This is an optimization exercise on Yosys and OpenROAD, whose aim is small area and a short achievable clock period, not a production implementation. Function was checked by simulation only, so behaviour that the tests miss may differ from the original. Power and IR drop assume default switching activity.

## processorPipe
module processorPipe(
    input clk,
    input rst,
    input [15:0] instr_in,
    output [15:0] pc_out,
    output [15:0] alu_res,
    output memWrite,
    output regWrite,
    output [15:0] rf_WD,
    output [15:0] alu_b,
    output [15:0] read_rs,
    output [15:0] data_out,
    output [15:0] data_in
);
    integer i, k;
    reg [4:0] pc_q;    
    always @(posedge clk or posedge rst) begin
        if (rst)
            pc_q <= 5'd0;
        else
            pc_q <= pc_q + 5'd1;
    end
    assign pc_out = {10'd0, pc_q, 1'b0};
    wire [3:0] op_f = instr_in[15:12];
    wire alu_src_f = (op_f == 4'b0001) | (op_f == 4'b0010) | (op_f == 4'b1000) | (op_f == 4'b1010);
    wire sub_f = (op_f == 4'b0010) | (op_f == 4'b1100) |
                 ((op_f == 4'b0000) & (instr_in[2:1] == 2'b11));
    reg [15:0] ir;
    reg [7:1]  rs_oh, rt_oh;    
    reg        alu_src_d, sub_d;
    always @(posedge clk) begin
        ir <= instr_in;
        for (i = 1; i < 8; i = i + 1) begin
  ...
For scale: ~2100 cells after synthesis, about 130 I/O pins.
Settings: LEC_CHECK=0, CAP_MARGIN=20, CORE_MARGIN=2, CORE_UTILIZATION=50, CTS_CLUSTER_DIAMETER=60, CTS_CLUSTER_SIZE=30, PLACE_DENSITY=0.6, SETUP_SLACK_MARGIN=3.2, SLEW_MARGIN=20; clock period 5.5 ns.
run.sh (not shown) runs the stock make flow with config.mk's settings and CLKGATE_MAP_FILE= SYNTH_SCRIPT=/design/flow/synth_recipe.tcl, a recipe that flattens the netlist after the stock synthesis.
The first run completed without violations.
Change:
==> flow/flow/run.sh (new file) <==
#!/bin/bash
# Layout flow: the standard ORFS flow (standard.sh, standard synthesis
# unchanged), with clock tree synthesis told not to insert dummy loads.
set -euo pipefail
export CTS_ARGS="-sink_clustering_enable -repair_clock_nets -dont_use_dummy_load -sink_clustering_size 30 -sink_clustering_max_diameter 60"
bash standard.sh > standard_flow.log 2>&1
==> flow/standard.sh (new file) <==
#!/bin/bash
# synth_recipe.tcl (not shown) runs the flow's synth.tcl, then flattens the netlist and writes it again
# the make line also repeats each setting of config.mk as NAME=value (left out here)
make -C /OpenROAD-flow-scripts/flow DESIGN_CONFIG=/design/flow/config.mk WORK_HOME=/design/flow/orfs CLKGATE_MAP_FILE= SYNTH_SCRIPT=/design/flow/synth_recipe.tcl "${@:-finish}"
CAP_MARGIN = 10   (was 20)
CORE_UTILIZATION = 60   (was 50)
PLACE_DENSITY = 0.7   (was 0.6)
SLEW_MARGIN = 10   (was 20)
removed: flow/run.sh
What happened: The changed run completed without violations; via count rose by 1.7%; setup slack is about the same; power shrinks by 5.1%; sequential share of layout area rose by 1.3 points; core utilization increases by 10 points; global-route usage goes up by 4.3 points; hold slack is worse by 18 ps; routed wire length decreases by 3.3%.
Change:
CAP_MARGIN = 20   (was 10)
CORE_UTILIZATION = 50   (was 60)
PLACE_DENSITY = 0.6   (was 0.7)
SLEW_MARGIN = 20   (was 10)
What happened: The changed run completed without violations. Total power barely changes. Final area barely changes. Register-to-register slack is better by 40 ps. Clock power goes up by about 3%. Setup slack degrades by 15 ps. Non-clock buffer count goes down by 3. Sequential cell count is unchanged.

## wip/delta
processorPipe, a different RTL version from the one above (not shown whole).
For scale: ~2000 cells after synthesis, ~130 I/O pins, ~30000 sq um of cells after synthesis.
==> flow/config.mk <==
export PLATFORM = sky130hd
export DESIGN_NAME = processorPipe
export DESIGN_NICKNAME = processorPipe
export VERILOG_FILES = /design/flow/design.v
export SDC_FILE = /design/flow/constraint.sdc
export NUM_CORES = 4
export LEC_CHECK = 0
export CAP_MARGIN = 20
export CORE_MARGIN = 2
export CORE_UTILIZATION = 50
export CTS_CLUSTER_DIAMETER = 60
export CTS_CLUSTER_SIZE = 30
export PLACE_DENSITY = 0.6
export SETUP_SLACK_MARGIN = 3.2
export SLEW_MARGIN = 20
==> flow/constraint.sdc <==
create_clock -name core_clock -period 5.5 [get_ports {clk}]
set_input_delay 1.1000 -clock core_clock [delete_from_list [all_inputs] [get_ports {clk}]]
set_output_delay 1.1000 -clock core_clock [all_outputs]
set_load 0.01 [all_outputs]
standard.sh (not shown) runs the stock make flow with config.mk's settings and CLKGATE_MAP_FILE= SYNTH_SCRIPT=/design/flow/synth_recipe.tcl, a recipe that flattens the netlist after the stock synthesis.
==> flow/flow/run.sh <==
#!/bin/bash
# Layout flow: the standard ORFS flow (standard.sh, standard synthesis
# unchanged), with clock tree synthesis told not to insert dummy loads.
set -euo pipefail
export CTS_ARGS="-sink_clustering_enable -repair_clock_nets -dont_use_dummy_load -sink_clustering_size 30 -sink_clustering_max_diameter 60"
bash standard.sh > standard_flow.log 2>&1
Changes in wip/zinc relative to wip/delta:
Settings: ABC_AREA: unset -> 1.
==> flow/run.sh (new file) <==
#!/bin/bash
# synth_recipe.tcl (not shown) runs the flow's synth.tcl, then flattens the netlist and writes it again
# the make line also repeats each setting of config.mk as NAME=value (left out here)
make -C /OpenROAD-flow-scripts/flow DESIGN_CONFIG=/design/flow/config.mk WORK_HOME=/design/flow/orfs CLKGATE_MAP_FILE= SYNTH_SCRIPT=/design/flow/synth_recipe.tcl finish
removed: flow/flow/run.sh
removed: flow/standard.sh
==> comparison <==
[wip/zinc vs wip/delta] routed wire length: higher in wip/zinc. Against wip/delta as the reference, wip/zinc delivers a higher post-synthesis instance area. The higher total half-perimeter wirelength after legalization and detailed placement of wip/delta and wip/zinc is in wip/zinc. Synthesis-to-layout area growth across wip/delta and wip/zinc: no real change. wip/zinc: all stages complete, timing, DRC and antenna checks passed.
The inputs of wip/amber differ from those of wip/zinc as listed below.
Settings: ABC_AREA no longer set, was 1.
Results
wip/amber ran to completion and came out clean on the timing, DRC and antenna checks.
From wip/zinc to wip/amber the numbers moved as follows: portion of total power attributed to sequential cells down 0.8 points; time the worst path needs with I/O delays and setup decreased by 5.2 ps relative to the old numbers.
Final design area excluding fillers of wip/amber falls short of that of wip/zinc by a few percent.
First-pass GRT wire length (lower): wip/amber
Routed length on met1 of wip/amber falls short of that of wip/zinc by a little under 10%.
Looking only at total number of multi-input combinational cells, and setting everything else aside, the higher value of wip/zinc and wip/amber goes to wip/zinc.
wip/amber vs wip/zinc — post-place instance area dropped 6.0%.
Setup slack: wip/amber > wip/zinc

## re-timing with driven ports
No port has a modelled driver above. Below, the same layouts with a new extraction and two added sets of constraints. Step 1: set_driving_cell puts a clkbuf_16 on clk and a buf_2 on each other input, an assumption about the parent block. Step 2 adds t to the input delays and takes it off the output delays; t is the mean of the earliest and latest rising clock arrival at the registers after step 1. Input paths then give back, and output paths get back, about the clock's delay inside the block. Three values: ideal, step 1, step 2; two values: the first two.
run | shift t [ns] | setup slack, ns | latest minus earliest clock arrival (ns) | worst slew at a driven data input, ns
the first run of note 1 | 0.676 | 3.217 / 3.154 / 3.251 | 0.055 / 0.055 | 0.03
the second run of note 1 | 0.651 | 3.217 / 3.157 / 3.222 | 0.075 / 0.076 | 0.04
the third run of note 1 | 0.652 | 3.203 / 3.143 / 3.264 | 0.085 / 0.086 | 0.03
wip/delta | 0.672 | 3.084 / 3.084 / 3.084 | 0.075 / 0.075 | 0.04
wip/zinc | 0.695 | 3.144 / 3.144 / 3.144 | 0.038 / 0.038 | 0.04
wip/amber | 0.698 | 3.149 / 3.149 / 3.149 | 0.040 / 0.040 | 0.03
After both steps every run listed still meets setup and hold.
